What follows belongs to an exercise in optimizing a design on an open flow for small area; a production flow would make more cautious choices.
In this exercise RTL edits were held to simulation tests only and were not proved equivalent to the original.

**run.sh**
```bash
#!/bin/bash
# synth_recipe.tcl (not shown) runs the flow's synth.tcl, then flattens the netlist and writes it again
# the make line also repeats each setting of config.mk as NAME=value (left out here)
make -C /OpenROAD-flow-scripts/flow DESIGN_CONFIG=/design/flow/config.mk WORK_HOME=/design/flow/orfs CLKGATE_MAP_FILE= SYNTH_SCRIPT=/design/flow/synth_recipe.tcl finish
```
**config.mk**
```make
export PLATFORM = sky130hd
export DESIGN_NAME = top
export DESIGN_NICKNAME = top
export VERILOG_FILES = /design/flow/design.v
export SDC_FILE = /design/flow/constraint.sdc
export NUM_CORES = 4
export LEC_CHECK = 0
export CAP_MARGIN = 20
export CORE_MARGIN = 2
export CORE_UTILIZATION = 40
export SLEW_MARGIN = 20
```
**constraint.sdc**
```tcl
create_clock -name core_clock -period 20.0 [get_ports {clk}]
set_input_delay 4.0000 -clock core_clock [delete_from_list [all_inputs] [get_ports {clk}]]
set_output_delay 4.0000 -clock core_clock [all_outputs]
set_load 0.01 [all_outputs]
```
**design.v**
```verilog
module sdm_dac_1st (
    input  logic        clk,
    input  logic        rst_n,
    input  logic        valid_in,
    input  logic [15:0] din,
    output logic        valid_out,
    output logic        dout
);
    logic [17:0] acc;
    logic        s;
    assign s = acc[17];
    always_ff @(posedge clk or negedge rst_n) begin
        if (!rst_n) begin
            acc       <= '0;
            valid_out <= 1'b0;
        end else begin
            valid_out <= valid_in;
            if (valid_in)
                acc <= acc + {s, s, din[15] ^ 1'b1, din[14:0]} - {17'd0, ~s};
        end
    end
    assign dout = s;
endmodule
module comb_decimator (
    input  logic       clk,
    input  logic       rst_n,
    input  logic       valid_in,
    input  logic       din,
    output logic       take,       
    output logic [4:0] blk         
);
    logic [3:0] cnt;
    assign take = valid_in & (cnt == 4'd15);
    always_ff @(posedge clk or negedge rst_n) begin
        if (!rst_n) begin
            cnt <= 4'd0;
            blk <= 5'b11000;   
        end else if (valid_in) begin
            cnt <= cnt + 4'd1;
            if (take) blk <= {4'b1100, din};
            else      blk <= blk + {4'd0, din};
        end
    end
endmodule
module fir_decimator (
    input  logic               clk,
    input  logic               rst_n,
    input  logic               take,
    input  logic [4:0]         blk,
    output logic               valid_out,
    output logic signed [15:0] data_out
);
    localparam logic [1:0] IDLE = 2'd0, WAIT = 2'd1, RUN = 2'd2;
    logic [4:0]  hold;       
    logic [3:0]  wp;         
    logic        wrapped;    
    logic        v1, v2;     
    logic [1:0]  cnt4;       
    logic [3:0]  ph;         
    logic        clr;        
    logic        opp;        
    logic [1:0]  st;         
    logic [79:0] ring;       
    logic [31:0] acc;
    logic [3:0]  n;
    logic        op_a, op_b, op_c, use_ring, en, load, f;
    logic [3:0]  s, k, kc;
    logic [4:0]  o;
    assign n      = {wp[3:2], 2'b11};
    assign kc     = n - ph;
    assign op_a   = v2 & (cnt4 == 2'd2);
    assign op_b   = opp & (ph == wp);
    assign op_c   = (st == RUN) & (kc != 4'd1) & (kc != 4'd2) & (kc != 4'd3) & (kc != 4'd13);
    assign use_ring = op_c;
    assign en     = op_a | op_b | op_c;
    assign s      = use_ring ? ph : wp;
    assign k      = n - s;
    assign o      = use_ring ? ring[4:0] : hold;
    assign f      = (s == 4'd1) & ~wrapped;
    assign load   = clr | (v2 & (cnt4 == 2'd3));
    always_ff @(posedge clk or negedge rst_n) begin
        if (!rst_n) begin
            hold    <= '0;
            wp      <= '0;
            wrapped <= 1'b0;
            v1      <= 1'b0;
            v2      <= 1'b0;
            cnt4    <= '0;
            ph      <= '0;
            clr     <= 1'b1;
            opp     <= 1'b0;
            st      <= WAIT;
        end else begin
            ph <= ph + 4'd1;
            if (ph == 4'd15) clr <= 1'b0;
            v1 <= take;
            v2 <= v1;
            if (v2) cnt4 <= cnt4 + 2'd1;
            if (take) begin
                hold <= blk;
                wp   <= wp + 4'd1;
                if (wp == 4'd15) wrapped <= 1'b1;
                opp  <= (wp[1:0] == 2'd0) | (wp[1:0] == 2'd1);
            end else if (op_b) begin
                opp <= 1'b0;
            end
            if (v2 & (cnt4 == 2'd3))          st <= WAIT;
            else if (st == WAIT && ph == 4'd15) st <= RUN;
            else if (st == RUN && ph == 4'd15)  st <= IDLE;
        end
    end
    always_ff @(posedge clk) begin
        ring[74:0]  <= ring[79:5];
        ring[79:75] <= clr ? 5'd0 : (ph == wp) ? hold : ring[4:0];
    end
    logic signed [15:0] c;
    always_comb begin
        case (k)
            4'd0:  c = -16'sd119;
            4'd1:  c = 16'sd197;
            4'd2:  c = 16'sd692;
            4'd3:  c = 16'sd0;
            4'd4:  c = -16'sd2613;
            4'd5:  c = -16'sd2855;
            4'd6:  c = 16'sd5177;
            4'd7:  c = 16'sd18681;
            4'd8:  c = 16'sd25580;
            4'd9:  c = 16'sd18681;
            4'd10: c = 16'sd5177;
            4'd11: c = -16'sd2855;
            4'd12: c = -16'sd2613;
            4'd13: c = 16'sd0;
            4'd14: c = 16'sd692;
            default: c = 16'sd197;
        endcase
    end
    logic signed [2:0] d0, d1;
    logic signed [1:0] e;
    logic signed [2:0] o4s, o1s;
    assign o4s = o[4:2];
    assign o1s = {2'b00, o[1]};
    always_comb begin
        d0 = o[1] ? (o[0] ? -3'sd1 : -3'sd2) : (o[0] ? 3'sd1 : 3'sd0);
        d1 = o4s + o1s;
        if (f) e = (o[4] == 1'b0) ? -2'sd1 : 2'sd0;
        else   e = (o[4] == 1'b0 && o != 5'd0) ? -2'sd1 : (o == 5'b11000) ? 2'sd1 : 2'sd0;
    end
    logic signed [31:0] p0, p1, pe, addend, kload;
    assign p0 = c * d0;
    assign p1 = c * d1;
    assign pe = c * e;
    assign addend = (p0 <<< 12) + (p1 <<< 14) + pe;
    assign kload = wrapped ? 32'sd0 : (wp[3] ^ wp[2]) ? 32'sd5177 * 2048 : 32'sd692 * 2048;
    always_ff @(posedge clk) begin
        if (load)    acc[15:0] <= kload[15:0];
        else if (en) acc[15:0] <= sum[15:0];
    end
    logic [31:0] sum;
    assign sum = acc + addend;
    always_ff @(posedge clk or negedge rst_n) begin
        if (!rst_n)  acc[31:16] <= '0;
        else if (load) acc[31:16] <= kload[31:16];
        else if (en) acc[31:16] <= sum[31:16];
    end
    assign valid_out = (cnt4 == 2'd3);
    assign data_out  = acc[31:16];
endmodule
module sdm_adc_art (
    input  logic               clk,
    input  logic               rst_n,
    input  logic               valid_in,
    input  logic               din,
    output logic               valid_out,
    output logic signed [15:0] dout
);
    logic       take;
    logic [4:0] blk;
    comb_decimator inst1 (
        .clk(clk), .rst_n(rst_n), .valid_in(valid_in), .din(din),
        .take(take), .blk(blk)
    );
    fir_decimator inst2 (
        .clk(clk), .rst_n(rst_n), .take(take), .blk(blk),
        .valid_out(valid_out), .data_out(dout)
    );
endmodule
module top (
    input  logic              		clk,
    input  logic              		rst_n,
    input  logic              		valid_in_dac,    
    input  logic signed [15 : 0]    audio_in,        
    input  logic              		valid_in_adc,    
    input  logic              		sdm_in,          
    output logic              		valid_out_dac,
    output logic              		sdm_out,
    output logic              		valid_out_adc,
    output logic signed [15 : 0]    audio_out
);
  logic valid_out_dac_int;
  logic sdm_out_int;
  logic valid_out_adc_int;
  logic signed [15 : 0] audio_out_int;
  sdm_dac_1st dac_1st_order (
      .clk       (clk),
      .rst_n     (rst_n),
      .valid_in  (valid_in_dac),
      .din       (audio_in),
      .valid_out (valid_out_dac_int),
      .dout      (sdm_out_int)
  );
  assign valid_out_dac = valid_out_dac_int;
  assign sdm_out       = sdm_out_int;
  assign valid_out_adc = valid_out_adc_int;
  assign audio_out     = audio_out_int;
  sdm_adc_art adc_art (
      .clk       (clk),
      .rst_n     (rst_n),
      .valid_in  (valid_in_adc),
      .din       (sdm_in),
      .valid_out (valid_out_adc_int),
      .dout      (audio_out_int)
  );
endmodule
```
==> flow_metrics.tcl <==
set metrics [dict create \
    wl_per_cell_um 15.7 \
    ys_types 71 \
    synth-async-reset-ratio_pct 40.7 \
    seq_area_frac_synth_pct 28.1 \
    hold_viol_final 0 \
    grt_max_degree 67 \
    io_pins 40 \
    synth_cells 1470 \
    cp.required_ns 20.33 \
    grtUsageTotal_pct 18.2 \
    slowest_delay_ns 0.68 \
    placed_area_mm2 0.0141 \
    via_per_inst 5.07 \
    drtPass1Iterations 7 \
    grt_pass1_vias 9682 \
    final-seq-area_mm2 0.00374 \
    start_kind "register" \
    core-area_mm2 0.0326 \
    timing.final.max_slew_violations 0 \
    synth_enable_flop_cells 16 \
    port_buffers 39 \
    cp_max_fo 12 \
    period_share_pct 54.3 \
    vias 9878 \
    ant_nets 0 \
    syn_nets 1766 \
    syn_area_mm2 0.0133 \
    hp-class "reg -> reg" \
    cts_buffers 17 \
    die_y_um 186 \
    multi_input_area_mm2 0.00839 \
    crit_top_cell "fa_1" \
    gp_congestion 0.894 \
    arrival_ns 11.18 \
    critical-path-top-delay-family "compound AO/OA/AOI/OAI gates" \
    antenna_found_initial 0 \
    root_buffer "clkbuf_16" \
    grt_pass1_wl_um 50400 \
    initial_core_util_pct 40.8 \
    crit_path_top_delay_cell "nor2_1" \
    rsz0062_at_grt "no" \
    synth_seq_cells 162 \
    syn2layout_area_growth_pct 10.5 \
    final_common_cell "inv_1" \
    routed_wl_um 30700 \
    synth_ff_type "dfxtp_1" \
    final_cell_area_mm2 0.0147 \
    drv_cap 0 \
    layout.nets 1789 \
    utilization_pct 45.1 \
    die-area_mm2 0.0347 \
    layout-drive-gt1-share_pct 4.65 \
    post-cts-setup-buffer-count 0 \
    critPathKind "reg -> reg" \
    clock_sinks 162 \
    drt_iter0_markers 572 \
    hpwl_um 24400 \
    hold_buffers 0 \
    final-setup-viol-count 0 \
    path_clk_slew_ns 0.08 \
    worst_pin_slew_ns 1.01 \
    status "complete, no violations" \
    cts_resized 0 \
    clk_latency_ns 0.44 \
    yosysWarnings 3 \
    skew_ns 0.0184 \
    rows 66 \
    pre_cts_slack_ns 9.28 \
    slew_headroom_pct 32.0 \
    worst_setup_path_end_kind "register" \
    final.min_clock_period_ns 10.85 \
    path_buf_inv 2 \
    syn_area_per_cell_um2 9.05 \
    setup_ws_ns 9.15 \
    max_freq_ghz 0.0922 \
    num-fill-cells 3109 \
    layoutNonFillerInstCount 1949 \
    die_x_um 186 \
    ctsHtreeMaxLevel 4 \
    cts_tree "built" \
    dp_cells 1916 \
    final_cell_mix "252 x inv_1, 187 x ha_1, 149 x nand2_1" \
    holdWs_ns 0.322 \
    finalSetupTns_ns 0 \
    route.detailed.drc 0 \
    overflow 0 \
    cts_buffer_depth 2 \
]
[per-layer routing]
layer | track usage, % | vias up | routed length (um)
met5 | 0 | - | 0
met4 | 5.02 | 0 | 544
met2 | 28.3 | 235 | 13800
met1 | 25.9 | 4740 | 14700
li1 | - | 4869 | -
met3 | 3.42 | 34 | 1690
[flip-flops by register name (all words and copies together), names as in the netlist]
name and flops:
adc_art.inst2.acc 32, adc_art.inst1.cnt 4, adc_art.inst2.wrapped 1, dac_1st_order.acc 18
dac_1st_order.valid_out 1, adc_art.inst2.wp 4, adc_art.inst2.ph 4, adc_art.inst2.v2 1
adc_art.inst2.v1 1, adc_art.inst2.hold 5, adc_art.inst2.clr 1, adc_art.inst2.cnt4 2
adc_art.inst2.opp 1, adc_art.inst2.ring 80, adc_art.inst2.st 2, adc_art.inst1.blk 5
[synthesized netlist by cell type, drive strengths merged (12+ instances only)]
cell / count / area, um2
ha: 187 / 2340
xor2: 34 / 298
o21a: 16 / 120
buf: 20 / 140
a21oi: 64 / 324
dfrtp: 62 / 1550
nor2: 121 / 454
edfxtp: 16 / 480
nor3: 18 / 100
nand3: 12 / 60.1
dfxtp: 80 / 1600
inv: 252 / 946
xnor2: 44 / 385
clkbuf: 23 / 86.3
nand2: 149 / 559
fa: 88 / 1760
mux2i: 12 / 120
o21ai: 77 / 385
a21o: 30 / 225
[cell type report]
class | count | area share (%)
Multi-Input combinational cell | 1012 | 57.1
Sequential cell | 162 | 25.4
Inverter | 253 | 6.46
Tap cell | 442 | 3.76
Timing Repair Buffer | 47 | 3.05
Clock buffer | 18 | 2.92
Clock inverter | 14 | 1.29
Antenna cell | 1 | 0.0170
[path summary, 6_finish.rpt]
path                                        start                     end  cells after the start  slack [ns]
max                           adc_art.inst2.wp[2]   adc_art.inst2.acc[31]                     40        9.15
min                        adc_art.inst2.ring[29]  adc_art.inst2.ring[24]                      0        0.32
max reg2reg                   adc_art.inst2.wp[2]   adc_art.inst2.acc[31]                     40        9.15
min reg2reg                adc_art.inst2.ring[29]  adc_art.inst2.ring[24]                      0        0.32
max in group asynchronous                   rst_n   dac_1st_order.acc[13]                      1       15.72
min in group asynchronous                   rst_n   adc_art.inst2.hold[1]                      1        3.69
[logic make-up after synthesis]
family          count (synthesis)  share of synthesized area (%)
simple gates                  368                           12.2
buf+inv                       296                           8.84
fa+ha+maj                     275                           30.8
compound gates                271                           13.2
flops                         162                           28.1
xor+xnor                       79                           5.31
mux                            19                           1.50

==> afterwards: timing with drivers on the ports <==
Ports are ideal in the flow. The routed layout listed here was re-timed in OpenROAD. Step 1, drivers: a clkbuf_16 drives clk and a buf_2 each remaining input, both assumed. Step 2, shift: input delay + t, output delay - t, t = (earliest + latest rising clock arrival at the registers) / 2. This alone moves slack from input paths to output paths. Slacks: no drivers / after step 1 / after step 2; pairs: no drivers / after step 1.
shift t [ns]: 0.481
slack for setup (ns): 9.149 / 9.149 / 9.149
cell pins on the clock port's net: 1
After both steps this run still meets setup and hold. For this run, drivers alone change the setup slack by 0.000 ns; drivers and shift together by 0.000 ns.
